This is an optimization exercise on Yosys and OpenROAD, whose aim is small area and a short achievable clock period, not a production implementation.
Function was checked by simulation only, so behaviour that the tests miss may differ from the original.
Power figures rest on the tool's default switching activity, not on a simulated workload.

Setup of try-quartz:
Design ip_stride, start of the top module:
module ip_stride #(parameter IP_TRACKER_COUNT = 8)
(
	input   logic 			clk,
	input   logic 			rst,
	input   logic   [63:0]  addr_i,
	input 	logic 	[63:0]	ip_i,
	output 	logic 	[63:0]	pref_addr1_o,
	output 	logic 	        pref_valid1_o,
	output 	logic 	[63:0]	pref_addr2_o,
	output 	logic 	        pref_valid2_o,
	output 	logic 	[63:0]	pref_addr3_o,
	output 	logic 	        pref_valid3_o
);
Size: ~7300 cells after synthesis, roughly 1500 flip-flops, ~330 I/O pins, about 73000 µm² of cells after synthesis.
export LEC_CHECK = 0
export CAP_MARGIN = 20
export CORE_MARGIN = 2
export CORE_UTILIZATION = 40
export SETUP_SLACK_MARGIN = 5
export SLEW_MARGIN = 20
export SYNTH_HIERARCHICAL = 1
export TNS_END_PERCENT = 5
create_clock -name core_clock -period 20.0 [get_ports {clk}]
standard.sh (not shown) runs the stock make flow with config.mk's settings and CLKGATE_MAP_FILE= SYNTH_SCRIPT=/design/flow/synth_recipe.tcl, a recipe that flattens the netlist after the stock synthesis.
==> flow/flow/run.sh <==
#!/bin/bash
# Layout flow: the standard flow (standard synthesis unchanged), with
#  - a setup margin for the resizer's timing repair,
#  - plain buffers (instead of the default delay-cell buffers) on the ports,
#  - a clock tree of mid-size clock buffers over larger sink clusters,
#    without dummy loads.
# Each tool's full output goes to the ORFS logs under orfs/logs; make's own
# output goes to standard.log.
set -euo pipefail
MARGIN=${MARGIN:-7.5}
bash standard.sh \
  SETUP_SLACK_MARGIN=$MARGIN \
  "BUFFER_PORTS_ARGS=-buffer_cell sky130_fd_sc_hd__buf_1" \
  "CTS_ARGS=-sink_clustering_enable -repair_clock_nets -dont_use_dummy_load -buf_list sky130_fd_sc_hd__clkbuf_8 -sink_clustering_size 16 -sink_clustering_max_diameter 50" \
  finish > standard.log 2>&1
try-quartz was carried through to the last stage, and its layout satisfied the timing, design-rule and antenna checks.
The following lists how try-onyx was set up differently from try-quartz:
diff --git a/flow/flow/run.sh b/flow/flow/run.sh
--- a/flow/flow/run.sh
+++ b/flow/flow/run.sh
@@ -5 +5 @@
-#  - a clock tree of mid-size clock buffers over larger sink clusters,
+#  - a clock tree of small clock buffers over small sink clusters,
@@ -10 +10 @@
-MARGIN=${MARGIN:-7.5}
+MARGIN=${MARGIN:-6.5}
@@ -13,2 +13,2 @@
-  "BUFFER_PORTS_ARGS=-buffer_cell sky130_fd_sc_hd__buf_1" \
-  "CTS_ARGS=-sink_clustering_enable -repair_clock_nets -dont_use_dummy_load -buf_list sky130_fd_sc_hd__clkbuf_8 -sink_clustering_size 16 -sink_clustering_max_diameter 50" \
+  "BUFFER_PORTS_ARGS=-buffer_cell sky130_fd_sc_hd__buf_2" \
+  "CTS_ARGS=-sink_clustering_enable -repair_clock_nets -dont_use_dummy_load -buf_list sky130_fd_sc_hd__clkbuf_4 -sink_clustering_size 8 -sink_clustering_max_diameter 35" \
- On global placer's final weighted congestion: try-onyx sits above try-quartz.
- try-onyx has final design utilization below what try-quartz had.
- Going from try-quartz to try-onyx, final cell count saw a decrease; number of buffers inserted by port buffering saw little to no change.
- Sort try-onyx and try-quartz by combined global-route utilization of all metal layers asc -> top: try-onyx
- Compared try-quartz against try-onyx; routed wirelength normalized by instance count within noise.
- Changes observed in try-onyx relative to try-quartz: number of nets in the layout -249, area of all placed cells without fillers decreased by 4.8% relative to the old numbers, first-pass GRT wire length now sits lower, latest clock arrival within the worst-skew pair rose by 450 ps, total power draw comparable.
[inputs] try-ember vs try-onyx
diff --git a/flow/flow/run.sh b/flow/flow/run.sh
--- a/flow/flow/run.sh
+++ b/flow/flow/run.sh
@@ -10 +10 @@
-MARGIN=${MARGIN:-6.5}
+MARGIN=${MARGIN:-7}
@@ -14 +14 @@
-  "CTS_ARGS=-sink_clustering_enable -repair_clock_nets -dont_use_dummy_load -buf_list sky130_fd_sc_hd__clkbuf_4 -sink_clustering_size 8 -sink_clustering_max_diameter 35" \
+  "CTS_ARGS=-sink_clustering_enable -repair_clock_nets -dont_use_dummy_load -buf_list sky130_fd_sc_hd__clkbuf_4 -sink_clustering_size 10 -sink_clustering_max_diameter 40" \
Results
- Clock slew at the register clock pins of the worst setup and hold paths: try-ember vs try-onyx — no meaningful difference
- try-ember ends up with lower count of clock-buffer cells in the layout than try-onyx does.
- Post-cts resize count: try-ember vs try-onyx up 35%
- Lower peak clock frequency supported by timing among try-ember and try-onyx: try-onyx
- Re die area: no difference whatsoever between try-onyx and try-ember.
- NOTE: final area in try-ember exceeds that of try-onyx
- met1 routed wirelength after detailed routing grows slightly when moving from try-onyx to try-ember.
- Re cell area after placement: no difference whatsoever between try-onyx and try-ember.
- Between try-ember and try-onyx, it is try-ember whose number of clock buffers inserted by TritonCTS is lower, by 82.
- try-onyx and try-ember ended up with roughly the same count of placed standard cells in the final layout, fillers left out.
### try-ember -> try-tundra
- swapping 20 for 5 in SLEW_MARGIN
- clearing TNS_END_PERCENT, which used to be 5
- swapping 20 for 5 in CAP_MARGIN
diff --git a/flow/flow/run.sh b/flow/flow/run.sh
--- a/flow/flow/run.sh
+++ b/flow/flow/run.sh
@@ -5 +5 @@
-#  - a clock tree of small clock buffers over small sink clusters,
+#  - a clock tree of mid-size clock buffers over larger sink clusters,
@@ -14 +14 @@
-  "CTS_ARGS=-sink_clustering_enable -repair_clock_nets -dont_use_dummy_load -buf_list sky130_fd_sc_hd__clkbuf_4 -sink_clustering_size 10 -sink_clustering_max_diameter 40" \
+  "CTS_ARGS=-sink_clustering_enable -repair_clock_nets -dont_use_dummy_load -buf_list sky130_fd_sc_hd__clkbuf_8 -sink_clustering_size 16 -sink_clustering_max_diameter 50" \
--- outcome ---
- Both conditions hold for try-tundra: the flow ran to the end and the final layout passed the timing, design-rule and antenna checks.
- Worst hold margin delta (try-tundra -> try-ember): insignificant
- End point of the critical path: pref_addr3_o[44] -> try-ember, pref_addr3_o[23] -> try-tundra
- try-tundra vs. try-ember: critical path depth went down by about 13%.
- The higher total power of try-tundra and try-ember is in try-tundra.
- Between try-tundra and try-ember, the difference in placed cell count is negligible.
- Post-route clock period utilization: try-tundra and try-ember compared, higher one is try-ember
- Looking at post-synthesis to final-layout area growth, try-tundra sits 3.3 points above try-ember.
- As far as netlist area before placement goes, try-ember and try-tundra are indistinguishable; the numbers are identical.
Changes in try-fjord relative to try-tundra:
- a change of CAP_MARGIN from 5 to 20
- an added PLACE_DENSITY of 0.75
- a change of CORE_UTILIZATION from 40 to 50
- a change of SLEW_MARGIN from 5 to 20
--- outcome ---
- try-fjord vs. try-tundra: final antenna diode count has decreased, clock skew has increased.
- Compared with try-tundra, try-fjord shows a lower placement-stage worst setup slack.
- Comparing try-fjord and try-tundra, the higher static leakage is on try-fjord.
- The lower cell count of try-fjord and try-tundra is in try-fjord.


ip_stride again, from the RTL that the note above started with.
Design ip_stride, start of the top module:
module ip_stride #(parameter IP_TRACKER_COUNT = 8)
(
	input   logic 			clk,
	input   logic 			rst,
	input   logic   [63:0]  addr_i,
	input 	logic 	[63:0]	ip_i,
	output 	logic 	[63:0]	pref_addr1_o,
	output 	logic 	        pref_valid1_o,
	output 	logic 	[63:0]	pref_addr2_o,
	output 	logic 	        pref_valid2_o,
	output 	logic 	[63:0]	pref_addr3_o,
	output 	logic 	        pref_valid3_o
);
==> flow/config.mk <==
export PLATFORM = sky130hd
export DESIGN_NAME = ip_stride
export DESIGN_NICKNAME = ip_stride
export VERILOG_FILES = /design/flow/design.v
export SDC_FILE = /design/flow/constraint.sdc
export NUM_CORES = 4
export LEC_CHECK = 0
export CAP_MARGIN = 20
export CORE_MARGIN = 2
export CORE_UTILIZATION = 40
export SETUP_SLACK_MARGIN = 5
export SLEW_MARGIN = 20
export SYNTH_HIERARCHICAL = 1
export TNS_END_PERCENT = 5
==> flow/constraint.sdc <==
create_clock -name core_clock -period 20.0 [get_ports {clk}]
set_input_delay 4.0000 -clock core_clock [delete_from_list [all_inputs] [get_ports {clk}]]
set_output_delay 4.0000 -clock core_clock [all_outputs]
set_load 0.01 [all_outputs]
==> flow/flow/run.sh <==
#!/bin/bash
# Layout flow: the standard flow (standard synthesis unchanged), with
#  - a setup margin for the resizer's timing repair,
#  - plain buffers (instead of the default delay-cell buffers) on the ports,
#  - a clock tree of small clock buffers over small sink clusters,
#    without dummy loads.
# Each tool's full output goes to the ORFS logs under orfs/logs; make's own
# output goes to standard.log.
set -euo pipefail
MARGIN=${MARGIN:-6}
bash standard.sh \
  SETUP_SLACK_MARGIN=$MARGIN \
  "BUFFER_PORTS_ARGS=-buffer_cell sky130_fd_sc_hd__buf_2" \
  "CTS_ARGS=-sink_clustering_enable -repair_clock_nets -dont_use_dummy_load -buf_list sky130_fd_sc_hd__clkbuf_4 -sink_clustering_size 8 -sink_clustering_max_diameter 35" \
  finish > standard.log 2>&1
The starting point ran to the end with no violations.
Next try:
--- a/flow/flow/run.sh
+++ b/flow/flow/run.sh
@@ -5 +5 @@
-#  - a clock tree of small clock buffers over small sink clusters,
+#  - a clock tree of mid-size clock buffers over larger sink clusters,
@@ -10 +10 @@
-MARGIN=${MARGIN:-6}
+MARGIN=${MARGIN:-7}
@@ -14 +14 @@
-  "CTS_ARGS=-sink_clustering_enable -repair_clock_nets -dont_use_dummy_load -buf_list sky130_fd_sc_hd__clkbuf_4 -sink_clustering_size 8 -sink_clustering_max_diameter 35" \
+  "CTS_ARGS=-sink_clustering_enable -repair_clock_nets -dont_use_dummy_load -buf_list sky130_fd_sc_hd__clkbuf_8 -sink_clustering_size 16 -sink_clustering_max_diameter 50" \
Settings changed: TNS_END_PERCENT 5 to not set.
- synthesized area is unchanged
- sequential power is about the same
- register-to-register slack gets better by 1000 ps
- die area is unchanged
- global-route usage increases by 0.59 points
Next try:
Settings changed: TNS_END_PERCENT set to 5.
The changed run completed without violations.
Clock power hardly moves.
Non-clock buffer count went down by 27.
Synthesized cell count is unchanged.
Die area stays the same.
Via count goes down by about 0.5%.
Setup slack is worse by 180 ps.
Next try:
--- a/flow/flow/run.sh
+++ b/flow/flow/run.sh
@@ -5 +5 @@
-#  - a clock tree of mid-size clock buffers over larger sink clusters,
+#  - a clock tree of small clock buffers over small sink clusters,
@@ -10 +10 @@
-MARGIN=${MARGIN:-7}
+MARGIN=${MARGIN:-6.5}
@@ -14 +14 @@
-  "CTS_ARGS=-sink_clustering_enable -repair_clock_nets -dont_use_dummy_load -buf_list sky130_fd_sc_hd__clkbuf_8 -sink_clustering_size 16 -sink_clustering_max_diameter 50" \
+  "CTS_ARGS=-sink_clustering_enable -repair_clock_nets -dont_use_dummy_load -buf_list sky130_fd_sc_hd__clkbuf_4 -sink_clustering_size 10 -sink_clustering_max_diameter 40" \
After rerunning:
- power shrinks by 3.9%
- clock-buffer cell count grows by 58
- worst setup slack degrades by 320 ps
- wire length decreases by 3.3%
- sequential power stays flat
- die area stays the same
- core utilization went down by 1.9 points
- cell area goes down by 4.1%
- global-route usage went down by 0.50 points
- via count came out lower by 1.3%
- cell count came out lower by 0.84%
Next try:
--- a/flow/flow/run.sh
+++ b/flow/flow/run.sh
@@ -5 +5 @@
-#  - a clock tree of small clock buffers over small sink clusters,
+#  - a clock tree of mid-size clock buffers over larger sink clusters,
@@ -10 +10 @@
-MARGIN=${MARGIN:-6.5}
+MARGIN=${MARGIN:-7}
=> Count of clock-buffer cells in the layout does not change; wire length increases by a few percent; die area stays the same; worst hold slack stays flat.
Next try:
--- a/flow/flow/run.sh
+++ b/flow/flow/run.sh
@@ -10 +10 @@
-MARGIN=${MARGIN:-7}
+MARGIN=${MARGIN:-6.5}
@@ -14 +14 @@
-  "CTS_ARGS=-sink_clustering_enable -repair_clock_nets -dont_use_dummy_load -buf_list sky130_fd_sc_hd__clkbuf_4 -sink_clustering_size 10 -sink_clustering_max_diameter 40" \
+  "CTS_ARGS=-sink_clustering_enable -repair_clock_nets -dont_use_dummy_load -buf_list sky130_fd_sc_hd__clkbuf_8 -sink_clustering_size 16 -sink_clustering_max_diameter 50" \
The new run went through all stages and came out clean.
First-iteration DRC count is higher by about 0.35%.
Worst hold slack is worse by 4.1 ps.
Clock skew decreases by 34 ps.
Worst setup slack loses 390 ps.
Cell area shrinks by about 2%.
Area after synthesis does not change.
Synthesized cell count stays the same.
Non-clock buffer count fell by 93.
Maximum frequency falls by 2.9%.
Total power is higher by about 0.6%.

==> what the ideal ports hide <==
The results above use ideal ports. As a check the final layouts listed here were re-extracted and re-timed, cells and wires unchanged. Step 1 assumes that a clkbuf_16 drives the clock port and a buf_2 every other input. Step 2, shift: input delay + t, output delay - t, t = (earliest + latest rising clock arrival at the registers) / 2. This alone moves slack from input paths to output paths. Slacks: no drivers / after step 1 / after step 2; pairs: no drivers / after step 1.
| run | shift t [ns] | slack for setup (ns) | slew at the worst register clock pin (ns) |
|---|---|---|---|
| try-quartz | 0.968 | 6.820 / 6.799 / 6.799 | 0.11 / 0.11 |
| try-onyx | 1.395 | 6.421 / 6.371 / 6.371 | 0.10 / 0.10 |
| try-ember | 1.341 | 6.861 / 6.778 / 6.778 | 0.12 / 0.12 |
| try-tundra | 0.987 | 6.998 / 6.898 / 6.898 | 0.11 / 0.11 |
| try-fjord | 0.986 | 6.919 / 6.806 / 6.806 | 0.11 / 0.11 |
| the first run of note 2 | 1.423 | 6.024 / 5.976 / 5.976 | 0.10 / 0.10 |
| the second run of note 2 | 0.982 | 6.979 / 6.864 / 6.864 | 0.11 / 0.11 |
| the third run of note 2 | 1.020 | 6.797 / 6.712 / 6.712 | 0.11 / 0.11 |
| the fourth run of note 2 | 1.372 | 6.482 / 6.409 / 6.409 | 0.12 / 0.12 |
| the fifth run of note 2 | 1.341 | 6.861 / 6.778 / 6.778 | 0.12 / 0.12 |
| the sixth run of note 2 | 0.974 | 6.469 / 6.419 / 6.419 | 0.11 / 0.11 |
After both steps every run listed still meets setup and hold. The setup slack of the second run of note 2, which loses most, moves by -0.115 ns with the drivers and by -0.115 ns with both steps.
